Background: an optimization exercise with open tools, aiming at small area and a short achievable clock period. Do not read the settings as production practice.
RTL that was checked went through simulation tests only; none was proved equivalent to the original.
No activity file was given, so power comes from the tool's default toggle rates.

==> flow/design.v <==
`timescale 1ns/1ps
module packet_router #(
  parameter integer PATH_COUNT = 4,
  parameter integer DATA_WIDTH = 64
)(
  input   wire                                  iClk,
  input   wire                                  iRst,
  input   wire                                  iPktValid,
  input   wire  [DATA_WIDTH-1:0]                iPktData,
  output  wire  [DATA_WIDTH-1:0]                oData,
  output  wire  [PATH_COUNT-1:0]                oDataVld,
  input   wire  [PATH_COUNT-1:0] [31:0]         iRegMatchCriteria
);
reg  [3:0]            occ [0:3];  
reg  [3:0]            wp  [0:3];  
reg  [3:0]            rp  [0:3];  
reg  [DATA_WIDTH-1:0] mem [0:15];  
reg  [3:0]            sel;
reg  [DATA_WIDTH-1:0] dataOut;
reg  [3:0]            dataOutVld;
wire [3:0] wr;
genvar q, k;
generate
  for (q = 0; q < 4; q = q + 1) begin : g_wr
    assign wr[q] = iPktValid & (iRegMatchCriteria[q][31:28] == iPktData[DATA_WIDTH-1:DATA_WIDTH-4]);
  end
endgenerate
wire [3:0] ne = {occ[3][0], occ[2][0], occ[1][0], occ[0][0]};
wire [3:0] rd = sel & ne;
wire [15:0] rsel;
generate
  for (q = 0; q < 4; q = q + 1) begin : g_rsel
    assign rsel[4*q+3:4*q] = rp[q] & {4{sel[q]}};
  end
endgenerate
reg [DATA_WIDTH-1:0] rdata;
integer e;
always @(*) begin
  rdata = {DATA_WIDTH{1'b0}};
  for (e = 0; e < 16; e = e + 1)
    rdata = rdata | ({DATA_WIDTH{rsel[e]}} & mem[e]);
end
wire [3:0] ne_nxt;
generate
  for (q = 0; q < 4; q = q + 1) begin : g_q
    assign ne_nxt[q] = wr[q] | occ[q][1] | (occ[q][0] & ~sel[q]);
    always @(posedge iClk) begin
      if (iRst) begin
        occ[q] <= 4'b0000;
        wp[q]  <= 4'b0001;
        rp[q]  <= 4'b0001;
      end else begin
        if (wr[q] & ~rd[q])
          occ[q] <= {occ[q][2:0], 1'b1};
        else if (rd[q] & ~wr[q])
          occ[q] <= {1'b0, occ[q][3:1]};
        if (wr[q]) wp[q] <= {wp[q][2:0], wp[q][3]};
        if (rd[q]) rp[q] <= {rp[q][2:0], rp[q][3]};
      end
    end
    wire wfree = ~occ[q][3] | sel[q];
    for (k = 0; k < 4; k = k + 1) begin : g_slot
      always @(posedge iClk) begin
        if (wp[q][k] && wfree)
          mem[4*q+k] <= iPktData;
      end
    end
  end
endgenerate
wire [3:0] n = ne_nxt;
reg  [3:0] sel_nxt;
integer p, j;
always @(*) begin
  for (j = 0; j < 4; j = j + 1) begin
    sel_nxt[j] = 1'b0;
    for (p = 0; p < 4; p = p + 1) begin
      case ((j - p) & 3)
        1: sel_nxt[j] = sel_nxt[j] | (sel[p] & (n[j] | ~(n[(p+2)&3] | n[(p+3)&3] | n[p])));
        2: sel_nxt[j] = sel_nxt[j] | (sel[p] & n[j] & ~n[(p+1)&3]);
        3: sel_nxt[j] = sel_nxt[j] | (sel[p] & n[j] & ~n[(p+1)&3] & ~n[(p+2)&3]);
        default: sel_nxt[j] = sel_nxt[j] | (sel[p] & n[j] & ~n[(p+1)&3] & ~n[(p+2)&3] & ~n[(p+3)&3]);
      endcase
    end
  end
end
always @(posedge iClk) begin
  if (iRst) begin
    sel        <= 4'b0010;
    dataOutVld <= 4'd0;
  end else begin
    sel        <= sel_nxt;
    dataOutVld <= rd;
  end
  dataOut <= rdata;
end
assign oData    = dataOut;
assign oDataVld = dataOutVld;
endmodule
Settings: LEC_CHECK=0, CAP_MARGIN=20, CORE_MARGIN=2, CORE_UTILIZATION=60, CTS_CLUSTER_DIAMETER=80, CTS_CLUSTER_SIZE=25, SETUP_SLACK_MARGIN=3.0, SLEW_MARGIN=20, TNS_END_PERCENT=25; clock period 5.0 ns.
standard.sh (not shown) runs the stock make flow with config.mk's settings and CLKGATE_MAP_FILE= SYNTH_SCRIPT=/design/flow/synth_recipe.tcl, a recipe that flattens the netlist after the stock synthesis.
==> flow/flow/run.sh <==
#!/bin/bash
# Layout flow: the standard ORFS flow (standard.sh, unchanged synthesis,
# floorplan, placement, CTS and routing), with the smallest buffer given to
# buffer_ports for the port buffers; timing repair still resizes them.
cp standard.sh standard_sh.log
export BUFFER_PORTS_ARGS="-buffer_cell sky130_fd_sc_hd__buf_1"
bash standard.sh > standard.log 2>&1
Edit:
--- a/flow/design.v
+++ b/flow/design.v
@@ -11,10 +11,10 @@
   output  wire  [PATH_COUNT-1:0]                oDataVld,
   input   wire  [PATH_COUNT-1:0] [31:0]         iRegMatchCriteria
 );
 reg  [3:0]            occ [0:3];  
-reg  [3:0]            wp  [0:3];  
-reg  [3:0]            rp  [0:3];  
+reg  [1:0]            wp  [0:3];  
+reg  [1:0]            rp  [0:3];  
 reg  [DATA_WIDTH-1:0] mem [0:15];  
 reg  [3:0]            sel;
 reg  [DATA_WIDTH-1:0] dataOut;
 reg  [3:0]            dataOutVld;
@@ -29,9 +29,11 @@
 wire [3:0] rd = sel & ne;
 wire [15:0] rsel;
 generate
   for (q = 0; q < 4; q = q + 1) begin : g_rsel
-    assign rsel[4*q+3:4*q] = rp[q] & {4{sel[q]}};
+    for (k = 0; k < 4; k = k + 1) begin : g_k
+      assign rsel[4*q+k] = sel[q] & (rp[q] == k);
+    end
   end
 endgenerate
 reg [DATA_WIDTH-1:0] rdata;
 integer e;
@@ -40,29 +42,29 @@
   for (e = 0; e < 16; e = e + 1)
     rdata = rdata | ({DATA_WIDTH{rsel[e]}} & mem[e]);
 end
 wire [3:0] ne_nxt;
+wire [3:0] occ_nxt [0:3];
+reg  [3:0] wfree;
 generate
   for (q = 0; q < 4; q = q + 1) begin : g_q
     assign ne_nxt[q] = wr[q] | occ[q][1] | (occ[q][0] & ~sel[q]);
+    assign occ_nxt[q] = (wr[q] & ~rd[q]) ? {occ[q][2:0], 1'b1} :
+                        (rd[q] & ~wr[q]) ? {1'b0, occ[q][3:1]} : occ[q];
     always @(posedge iClk) begin
       if (iRst) begin
         occ[q] <= 4'b0000;
-        wp[q]  <= 4'b0001;
-        rp[q]  <= 4'b0001;
+        wp[q]  <= 2'd0;
+        rp[q]  <= 2'd0;
       end else begin
-        if (wr[q] & ~rd[q])
-          occ[q] <= {occ[q][2:0], 1'b1};
-        else if (rd[q] & ~wr[q])
-          occ[q] <= {1'b0, occ[q][3:1]};
-        if (wr[q]) wp[q] <= {wp[q][2:0], wp[q][3]};
-        if (rd[q]) rp[q] <= {rp[q][2:0], rp[q][3]};
+        occ[q] <= occ_nxt[q];
+        if (wr[q]) wp[q] <= wp[q] + 2'd1;
+        if (rd[q]) rp[q] <= rp[q] + 2'd1;
       end
     end
-    wire wfree = ~occ[q][3] | sel[q];
     for (k = 0; k < 4; k = k + 1) begin : g_slot
       always @(posedge iClk) begin
-        if (wp[q][k] && wfree)
+        if (wp[q] == k && wfree[q])
           mem[4*q+k] <= iPktData;
       end
     end
   end
@@ -85,11 +87,13 @@
 end
 always @(posedge iClk) begin
   if (iRst) begin
     sel        <= 4'b0010;
+    wfree      <= 4'b1111;
     dataOutVld <= 4'd0;
   end else begin
     sel        <= sel_nxt;
+    wfree      <= ~{occ_nxt[3][3], occ_nxt[2][3], occ_nxt[1][3], occ_nxt[0][3]} | sel_nxt;
     dataOutVld <= rd;
   end
   dataOut <= rdata;
 end
Result: Setup slack loses 0.10 ns. Critical path depth rises by 2. Cell area rose by 1.5%. Sequential share of layout area fell by 1.6 points. Total power climbs by 1.1%. Wire length rises by about 2.5%.
For the second run of this note, only the layout was checked, not whether the RTL still works.

==> port drivers added, routing unchanged <==
How much do the figures lean on ideal ports? The routed layouts below were timed once more, with nothing changed but the port constraints. Step 1 sets driving cells, clkbuf_16 on the clock port and buf_2 on the other inputs (assumed; they add their load-dependent delay and slew). Step 2, shift: input delay + t, output delay - t, t = (earliest + latest rising clock arrival at the registers) / 2. This alone moves slack from input paths to output paths. Three values: no drivers, after step 1, after step 2; two values: the first two.
run | shift t [ns] | slack for setup (ns) | worst setup path at the end | latest minus earliest clock arrival (ns)
the first run | 0.717 | 2.800 / 2.770 / 2.161 | input to register | 0.017 / 0.018
the second run | 0.716 | 2.699 / 2.668 / 2.144 | input to register | 0.023 / 0.023
After both steps every run listed still meets setup and hold. For the first run, which loses most, drivers alone change the setup slack by -0.030 ns; drivers and shift together by -0.639 ns.
